From an optimization exercise on the open Yosys and OpenROAD flow, aimed at small area; shortcuts taken in it are not production practice. Where RTL was checked, it was by simulation tests only, not by an equivalence proof against the original. The flow treats the clock pin as an ideal source, which a real chip does not have. No activity file was given, so power comes from the tool's default toggle rates.

## v29
==> flow/design.v <==
`timescale 1ns / 1ps
module relu_lane (input [21:0] a, input [21:0] b, output [6:0] y);
wire [21:0] p = a ^ b;
wire [21:0] g = a & b;
wire [6:0] cl;
assign cl[1] = a[0] & b[0];
assign cl[2] = (a[1] & b[1]) | (a[1] & cl[1]) | (b[1] & cl[1]);
assign cl[3] = (a[2] & b[2]) | (a[2] & cl[2]) | (b[2] & cl[2]);
assign cl[4] = (a[3] & b[3]) | (a[3] & cl[3]) | (b[3] & cl[3]);
assign cl[5] = (a[4] & b[4]) | (a[4] & cl[4]) | (b[4] & cl[4]);
assign cl[6] = (a[5] & b[5]) | (a[5] & cl[5]) | (b[5] & cl[5]);
wire c6 = cl[6];
wire c7 = g[6] | (p[6] & c6);
wire s6 = p[6] ^ c6;
wire [8:0] c;
assign c[0] = c7;
wire Gx0 = g[8] | (p[8] & g[7]);
wire Px0 = p[8] & p[7];
wire Gx1 = g[10] | (p[10] & g[9]);
wire Px1 = p[10] & p[9];
wire Gx2 = g[12] | (p[12] & g[11]);
wire Px2 = p[12] & p[11];
wire Gx3 = g[14] | (p[14] & g[13]);
wire Px3 = p[14] & p[13];
wire Gx4 = g[9] | (p[9] & Gx0);
wire Px4 = p[9] & Px0;
wire Gx5 = Gx1 | (Px1 & Gx0);
wire Px5 = Px1 & Px0;
wire Gx6 = g[13] | (p[13] & Gx2);
wire Px6 = p[13] & Px2;
wire Gx7 = Gx3 | (Px3 & Gx2);
wire Px7 = Px3 & Px2;
wire Gx8 = g[11] | (p[11] & Gx5);
wire Px8 = p[11] & Px5;
wire Gx9 = Gx2 | (Px2 & Gx5);
wire Px9 = Px2 & Px5;
wire Gx10 = Gx6 | (Px6 & Gx5);
wire Px10 = Px6 & Px5;
wire Gx11 = Gx7 | (Px7 & Gx5);
wire Px11 = Px7 & Px5;
assign c[1] = g[7] | (p[7] & c7);
assign c[2] = Gx0 | (Px0 & c7);
assign c[3] = Gx4 | (Px4 & c7);
assign c[4] = Gx5 | (Px5 & c7);
assign c[5] = Gx8 | (Px8 & c7);
assign c[6] = Gx9 | (Px9 & c7);
assign c[7] = Gx10 | (Px10 & c7);
assign c[8] = Gx11 | (Px11 & c7);
wire [7:0] q = p[14:7] ^ c[7:0];
wire [6:0] k;
assign k[0] = s6;
assign k[1] = k[0] & q[0];
assign k[2] = k[1] & q[1];
assign k[3] = k[2] & q[2];
assign k[4] = k[3] & q[3];
assign k[5] = k[4] & q[4];
assign k[6] = k[5] & q[5];
wire sat = q[7] | (k[6] & q[6]);
wire [6:0] r = q[6:0] ^ k;
wire [6:0] ch;
assign ch[0] = c[8];
assign ch[1] = g[15] | (p[15] & ch[0]);
assign ch[2] = g[16] | (p[16] & ch[1]);
assign ch[3] = g[17] | (p[17] & ch[2]);
assign ch[4] = g[18] | (p[18] & ch[3]);
assign ch[5] = g[19] | (p[19] & ch[4]);
assign ch[6] = g[20] | (p[20] & ch[5]);
wire c21 = ch[6];
wire neg = g[21] | (p[21] & ~c21);
assign y = neg ? 7'd0 : (r | {7{sat}});
endmodule
`timescale 1ns / 1ps
module acc_bias_relu(
    input i_add4_end,
    input clk,
    input rst_n,
    input layer1,
    output o_acc_end,
    input [15:0] i_acc_bias_fm_col,
    input i_add4_valid,
    input signed [22*32-1:0] i_add4_data,
    input signed [22*32-1:0] i_bias,
    input [15:0] i_bias_addr_base,
    output [15:0] o_sel_bias_addr,
    output [8*32-1:0] o_acc_data_out,
    output o_acc_data_out_valid
    );
wire [7*32-1:0] res;
genvar k;
generate
    for (k = 0; k < 32; k = k + 1) begin : lane
        relu_lane u (.a(i_add4_data[22*k +: 22]), .b(i_bias[22*k +: 22]), .y(res[7*k +: 7]));
    end
endgenerate
reg [7*32-1:0] d1, d2, d3, d4, d5;
always @(posedge clk) begin
    d1 <= {~res[7*32-1:7*16], res[7*16-1:0]};
    d2 <= d1;
    d3 <= d2;
    d4 <= d3;
    d5 <= d4;
end
reg [4:0] vld;
reg [15:0] sel_bias_addr_buf;
reg acc_end_ff1, acc_end_ff2;
always @(posedge clk) begin
    if (!rst_n) begin
        vld <= 0;
        sel_bias_addr_buf <= i_bias_addr_base;
        acc_end_ff1 <= 0;
        acc_end_ff2 <= 0;
    end else begin
        vld <= {vld[3:0], i_add4_valid};
        if (i_add4_end)
            sel_bias_addr_buf <= sel_bias_addr_buf + 16'd32;
        acc_end_ff1 <= i_add4_end;
        acc_end_ff2 <= acc_end_ff1;
    end
end
generate
    for (k = 0; k < 32; k = k + 1) begin : outb
        if (k < 16) begin : lo
            assign o_acc_data_out[8*k +: 8] = {1'b0, d5[7*k +: 7]};
        end else begin : hi
            assign o_acc_data_out[8*k +: 8] = {1'b0, ~(d5[7*k +: 7] | {7{~layer1}})};
        end
    end
endgenerate
assign o_acc_data_out_valid = vld[4];
assign o_sel_bias_addr = sel_bias_addr_buf;
assign o_acc_end = acc_end_ff2;
endmodule
Settings: LEC_CHECK=0, CAP_MARGIN=20, CORE_AREA=10 10 360 260, DIE_AREA=0 0 370 270, PLACE_DENSITY=0.8, SLEW_MARGIN=40; clock period 5.0 ns.
standard.sh (not shown) runs the stock make flow with config.mk's settings and CLKGATE_MAP_FILE= SYNTH_SCRIPT=/design/flow/synth_recipe.tcl, a recipe that flattens the netlist after the stock synthesis.
==> flow/flow/run.sh <==
#!/bin/bash
# The standard layout (standard.sh: ORFS with synth_recipe.tcl), with these changes:
# - each port is buffered by the smallest buffer (buf_1), not the cell buffer_ports picks;
# - the clock tree is built with the clock_tree_synthesis arguments in CTS_ARGS;
# - synthesis leaves adders to ABC (no extract_fa step) and maps the logic with
#   flow/abc_speed.script, which recovers more area than ORFS's own script.
#   The registers are mapped exactly as in the standard synthesis (that happens before ABC).
# - nor2b cells are added to the platform's don't-use list: the layer1 mask then maps to
#   nor2 gates that share one inverter of layer1.
# Every other ORFS script is used unchanged, from a copy in ./scripts.
# ORFS writes each tool's full log under orfs/logs; standard.sh's output goes to standard.log.
set -euo pipefail
export BUFFER_PORTS_ARGS="-buffer_cell sky130_fd_sc_hd__buf_1"
export CTS_ARGS="-sink_clustering_enable -repair_clock_nets -buf_list sky130_fd_sc_hd__clkbuf_4 -sink_clustering_size 10 -sink_clustering_max_diameter 35 -dont_use_dummy_load"
export PLACE_PINS_ARGS="-min_distance 1 -min_distance_in_tracks"
rm -rf scripts
cp -r "$FLOW_HOME/scripts" scripts
cp flow/abc_speed.script scripts/abc_speed.script
# skip the full/half adder extraction: the condition line becomes a constant 0
grep -q '^  \[dont_use_adder_kinds\] ne "none"$' scripts/synth.tcl
sed -i 's/^  \[dont_use_adder_kinds\] ne "none"$/  0/' scripts/synth.tcl
export SCRIPTS_DIR="$PWD/scripts"
# the platform's don't-use list (from its config.mk) plus the extra cells; on make's command
# line, as the platform's config.mk sets the variable itself
du=$(sed -n '/^export DONT_USE_CELLS += /,/^#$/p' "$FLOW_HOME/platforms/sky130hd/config.mk" | grep -o 'sky130_fd_sc_hd__[a-z0-9_]*' | tr '\n' ' ')
bash standard.sh "DONT_USE_CELLS=$du sky130_fd_sc_hd__nor2b_1 sky130_fd_sc_hd__nor2b_2 sky130_fd_sc_hd__nor2b_4" finish > standard.log 2>&1
==> flow/flow/abc_speed.script <==
strash
&get -n
&st
&dch
&nf -R 1000
&put
&get -n
&st
&dch -f
&nf -R 1000
&put
topo
stime -c
buffer -c
upsize -c
dnsize -c
diff inputs: v29 => v9
diff --git a/flow/design.v b/flow/design.v
--- a/flow/design.v
+++ b/flow/design.v
@@ -3,12 +3,11 @@
 wire [21:0] p = a ^ b;
 wire [21:0] g = a & b;
-wire [6:0] cl;
-assign cl[1] = a[0] & b[0];
-assign cl[2] = (a[1] & b[1]) | (a[1] & cl[1]) | (b[1] & cl[1]);
-assign cl[3] = (a[2] & b[2]) | (a[2] & cl[2]) | (b[2] & cl[2]);
-assign cl[4] = (a[3] & b[3]) | (a[3] & cl[3]) | (b[3] & cl[3]);
-assign cl[5] = (a[4] & b[4]) | (a[4] & cl[4]) | (b[4] & cl[4]);
-assign cl[6] = (a[5] & b[5]) | (a[5] & cl[5]) | (b[5] & cl[5]);
-wire c6 = cl[6];
+wire g10 = g[1] | (p[1] & g[0]);
+wire g32 = g[3] | (p[3] & g[2]);
+wire p32 = p[3] & p[2];
+wire g54 = g[5] | (p[5] & g[4]);
+wire p54 = p[5] & p[4];
+wire g30 = g32 | (p32 & g10);
+wire c6 = g54 | (p54 & g30);
 wire c7 = g[6] | (p[6] & c6);
 wire s6 = p[6] ^ c6;
Findings:
v9 and v29 ended up with nearly the same power share of the sequential group.
Utilization of the core after routing: v9 and v29 compared, higher one is v29
Re number of cells on the critical path: v29 was lower than v9.
Setup TNS delta (v9 -> v29): insignificant
From v29 to v9 the numbers moved as follows: overall power increased by 0.47% relative to the old numbers, worst slack at placement went up.
Looking only at final HPWL from detailed placement, and setting everything else aside, the lower value of v9 and v29 goes to v29.
Higher worst hold margin goes to v9 over v29.
The RTL of v9 was laid out without a check of its function.

port drivers added, routing unchanged:
No port has a modelled driver above. Below, the same layouts with a new extraction and two added sets of constraints. Step 1 sets driving cells, clkbuf_16 on the clock port and buf_2 on the other inputs (assumed; they add their load-dependent delay and slew). Step 2 moves the port delays by t, midway between the first and last clock arrival at a register: inputs arrive t later, outputs are due t later. That takes back most of the time a late clock gives input paths. Three values: ideal ports, drivers, drivers and shift; two values: the first two.
run | t, ns | setup WS [ns] | hold WS [ns] | worst setup path at the end
v29 | 0.996 | 0.555 / 0.448 / -0.549 | 0.219 / 0.200 / 0.249 | input to register
v9 | 1.000 | 0.881 / 0.898 / -0.102 | 0.233 / 0.225 / 0.261 | input to register
Met with ideal ports but missed after step 2: setup timing in v29 and v9. For v29, which loses most, drivers alone change the setup slack by -0.107 ns; drivers and shift together by -1.104 ns.
